From an optimization exercise on the open Yosys and OpenROAD flow, aimed at small area; shortcuts taken in it are not production practice. Where RTL was checked, it was by simulation tests only, not by an equivalence proof against the original. Power is estimated from default activity; no workload was simulated.

==> flow/design.v <==
`timescale 1ns / 1ps
module Rs232_Tx_nbytes(clk,reset,tx_start_flag,data_in,tx_done_flag,Rs232_Txd,rx_sample);
  parameter n = 8;  
  parameter N = 8;  
  parameter BAUD_RATE = 16'h28B0;  
  input clk;
  input reset;
  input [(N*n)-1:0] data_in;
  output tx_start_flag;
  output reg tx_done_flag;
  output Rs232_Txd;
  output rx_sample;
  reg [13:0] clk_count;
  reg [3:0] phase;
  reg [3:0] byte_count;
  reg [N-1:0] data;
  wire [2:0] sel = ~byte_count[2:0];
  wire stop      = phase[3] & phase[0];
  wire end_data  = clk_count[13] & clk_count[11] & clk_count[7] & clk_count[5] &
                   clk_count[3] & clk_count[2] & clk_count[1] & clk_count[0];   
  wire past_b    = clk_count[13] & clk_count[11] & clk_count[7] & clk_count[5] &
                   clk_count[4];                                                
  wire load      = stop & past_b & ~clk_count[0];                               
  wire end_stop  = past_b & clk_count[0];                                       
  wire bit_end   = stop ? end_stop : end_data;
  wire rx_window = clk_count[13] & clk_count[11] & clk_count[7] & clk_count[5];   
  always @(posedge clk) begin
    if (reset == 1'b0) begin
      clk_count    <= BAUD_RATE;
      phase        <= 4'b1111;
      byte_count   <= 4'd0;
      tx_done_flag <= 1'b0;
    end else begin
      if (bit_end) begin
        clk_count <= 14'd0;
        phase     <= stop ? 4'b1000 : phase - 4'd1;
      end else begin
        clk_count <= clk_count + 14'd1;
      end
      if (load) begin
        byte_count   <= byte_count + 4'd1;
        tx_done_flag <= tx_done_flag | byte_count[3];
      end
    end
  end
  always @(posedge clk)
    if (load)
      data <= data_in[sel*N +: N];
  assign Rs232_Txd     = tx_done_flag | (phase[3] ? phase[0] : data[phase[2:0]]);
  assign tx_start_flag = ~tx_done_flag & phase[3] & ~phase[0];
  assign rx_sample     = ~tx_done_flag & ~phase[3] & rx_window &
                         (clk_count[3:0] == ~byte_count);
endmodule
`timescale 1ns / 1ps
module Rs232_Rx_nbytes(clk,sample,Rs232_Rxd,data_out);
  parameter n = 8;  
  parameter N = 8;  
  input clk;
  input sample;
  input Rs232_Rxd;
  output reg [(N*n)-1:0] data_out;
  always @(posedge clk)
    if (sample)
      data_out <= {data_out[(N*n)-2:0], Rs232_Rxd};
endmodule
`timescale 1ns / 1ps
module Rs232_Controller(clk,reset,data_in,Rs232_Rxd,start_flag,data_out,done_flag,Rs232_Txd);
parameter N=8;
parameter n=8;
  input clk;   
  input reset; 
  input [(N*n)-1:0] data_in;  
  output start_flag;
  output [(N*n)-1:0] data_out; 
  output done_flag;
  input Rs232_Rxd;   
  output Rs232_Txd;  
  wire sample;  
 Rs232_Tx_nbytes tx(.clk(clk),
                    .reset(reset),
                    .tx_start_flag(start_flag),
                    .data_in(data_in),
                    .tx_done_flag(done_flag),
                    .Rs232_Txd(Rs232_Txd),
                    .rx_sample(sample));
 Rs232_Rx_nbytes Rx(.clk(clk),
                    .sample(sample),
                    .Rs232_Rxd(Rs232_Rxd),
                    .data_out(data_out));
endmodule  
export LEC_CHECK = 0
export CAP_MARGIN = 20
export CORE_MARGIN = 2
export CORE_UTILIZATION = 40
export SLEW_MARGIN = 20
create_clock -name core_clock -period 10.0 [get_ports {clk}]
standard.sh (not shown) runs the stock make flow with config.mk's settings and CLKGATE_MAP_FILE= SYNTH_SCRIPT=/design/flow/synth_recipe.tcl, a recipe that flattens the netlist after the stock synthesis.
==> flow/flow/run.sh <==
#!/bin/bash
# Standard layout, with the smallest buffer (buf_1) on each input and output port.
set -euo pipefail
bash standard.sh "BUFFER_PORTS_ARGS=-buffer_cell sky130_fd_sc_hd__buf_1" finish > standard.log 2>&1
Edit:
==> flow/design.v (replaced) <==
`timescale 1ns / 1ps
module Rs232_Tx_nbytes(clk,reset,tx_start_flag,tx_bit,tx_done_flag,Rs232_Txd,rx_sample,load,byte_sel);
  parameter n = 8;  
  parameter N = 8;  
  parameter BAUD_RATE = 16'h28B0;  
  input clk;
  input reset;
  input tx_bit;               
  output tx_start_flag;
  output reg tx_done_flag;
  output reg Rs232_Txd;
  output rx_sample;
  output load;
  output [2:0] byte_sel;
  reg [13:0] clk_count;
  reg [3:0] phase;
  reg [3:0] byte_count;
  wire stop      = phase[3] & phase[0];
  wire end_data  = clk_count[13] & clk_count[11] & clk_count[7] & clk_count[5] &
                   clk_count[3] & clk_count[2] & clk_count[1] & clk_count[0];   
  wire past_b    = clk_count[13] & clk_count[11] & clk_count[7] & clk_count[5] &
                   clk_count[4];                                                
  wire at_load   = stop & past_b & ~clk_count[0];                               
  wire end_stop  = past_b & clk_count[0];                                       
  wire bit_end   = stop ? end_stop : end_data;
  wire rx_window = clk_count[13] & clk_count[11] & clk_count[7] & clk_count[5];   
  always @(posedge clk) begin
    if (reset == 1'b0) begin
      clk_count    <= BAUD_RATE;
      phase        <= 4'b1111;
      byte_count   <= 4'd0;
      tx_done_flag <= 1'b0;
      Rs232_Txd    <= 1'b1;
    end else begin
      if (bit_end) begin
        clk_count <= 14'd0;
        phase     <= stop ? 4'b1000 : phase - 4'd1;
        Rs232_Txd <= tx_done_flag | (stop ? 1'b0 : (phase == 4'd0) ? 1'b1 : tx_bit);
      end else begin
        clk_count <= clk_count + 14'd1;
      end
      if (at_load) begin
        if (!byte_count[3])
          byte_count <= byte_count + 4'd1;
        tx_done_flag <= tx_done_flag | byte_count[3];
      end
    end
  end
  assign load          = at_load & ~byte_count[3];
  assign byte_sel      = ~byte_count[2:0];    
  assign tx_start_flag = ~tx_done_flag & phase[3] & ~phase[0];
  assign rx_sample     = ~tx_done_flag & ~phase[3] & rx_window &
                         (clk_count[3:0] == ~byte_count);
endmodule
`timescale 1ns / 1ps
module Rs232_Rx_nbytes(clk,sample,Rs232_Rxd,load,byte_sel,data_in,data_out);
  parameter n = 8;  
  parameter N = 8;  
  input clk;
  input sample;
  input Rs232_Rxd;
  input load;
  input [2:0] byte_sel;
  input [(N*n)-1:0] data_in;
  output reg [(N*n)-1:0] data_out;
  always @(posedge clk) begin
    if (sample)
      data_out <= {data_out[(N*n)-2:0], Rs232_Rxd};
    if (load)
      data_out[(N*n)-1 -: N] <= data_in[byte_sel*N +: N];
  end
endmodule
`timescale 1ns / 1ps
module Rs232_Controller(clk,reset,data_in,Rs232_Rxd,start_flag,data_out,done_flag,Rs232_Txd);
parameter N=8;
parameter n=8;
  input clk;   
  input reset; 
  input [(N*n)-1:0] data_in;  
  output start_flag;
  output [(N*n)-1:0] data_out; 
  output done_flag;
  input Rs232_Rxd;   
  output Rs232_Txd;  
  wire       sample;    
  wire       load;      
  wire [2:0] byte_sel;  
 Rs232_Tx_nbytes tx(.clk(clk),
                    .reset(reset),
                    .tx_start_flag(start_flag),
                    .tx_bit(data_out[(N*n)-1]),
                    .tx_done_flag(done_flag),
                    .Rs232_Txd(Rs232_Txd),
                    .rx_sample(sample),
                    .load(load),
                    .byte_sel(byte_sel));
 Rs232_Rx_nbytes Rx(.clk(clk),
                    .sample(sample),
                    .Rs232_Rxd(Rs232_Rxd),
                    .load(load),
                    .byte_sel(byte_sel),
                    .data_in(data_in),
                    .data_out(data_out));
endmodule  
Outcome:
- register-to-register slack gets worse by 0.23 ns
- worst setup slack gets better by 0.43 ns
- synthesized cell count climbs by 5.6%
- critical path depth drops by 1
- synthesized area drops by 4.2%
- cell count drops by 1.2%
- combinational power climbs by 32%
- final area drops by 3.5%
- routed wire length climbs by 3.7%
- via count climbs by 6.0%
- die area drops by 4.0%
The RTL of the second run of this note was laid out without a check of its function.

-- afterwards: timing with drivers on the ports --
The flow's constraints put no driver on any port. The routed layouts listed below were extracted and timed again, unchanged, in two steps. Step 1, drivers: a clkbuf_16 drives clk and a buf_2 each remaining input, both assumed. Step 2 adds t to the input delays and takes it off the output delays; t is the mean of the earliest and latest rising clock arrival at the registers after step 1. Input paths then give back, and output paths get back, about the clock's delay inside the block. Three values: ideal, step 1, step 2; two values: the first two.
| run | t (ns) | setup WS [ns] | worst register clock-pin slew, ns |
|---|---|---|---|
| the first run | 0.377 | 6.305 / 6.273 / 6.650 | 0.10 / 0.10 |
| the second run | 0.372 | 6.734 / 6.705 / 6.937 | 0.10 / 0.10 |
After both steps setup and hold are still met in every run listed.
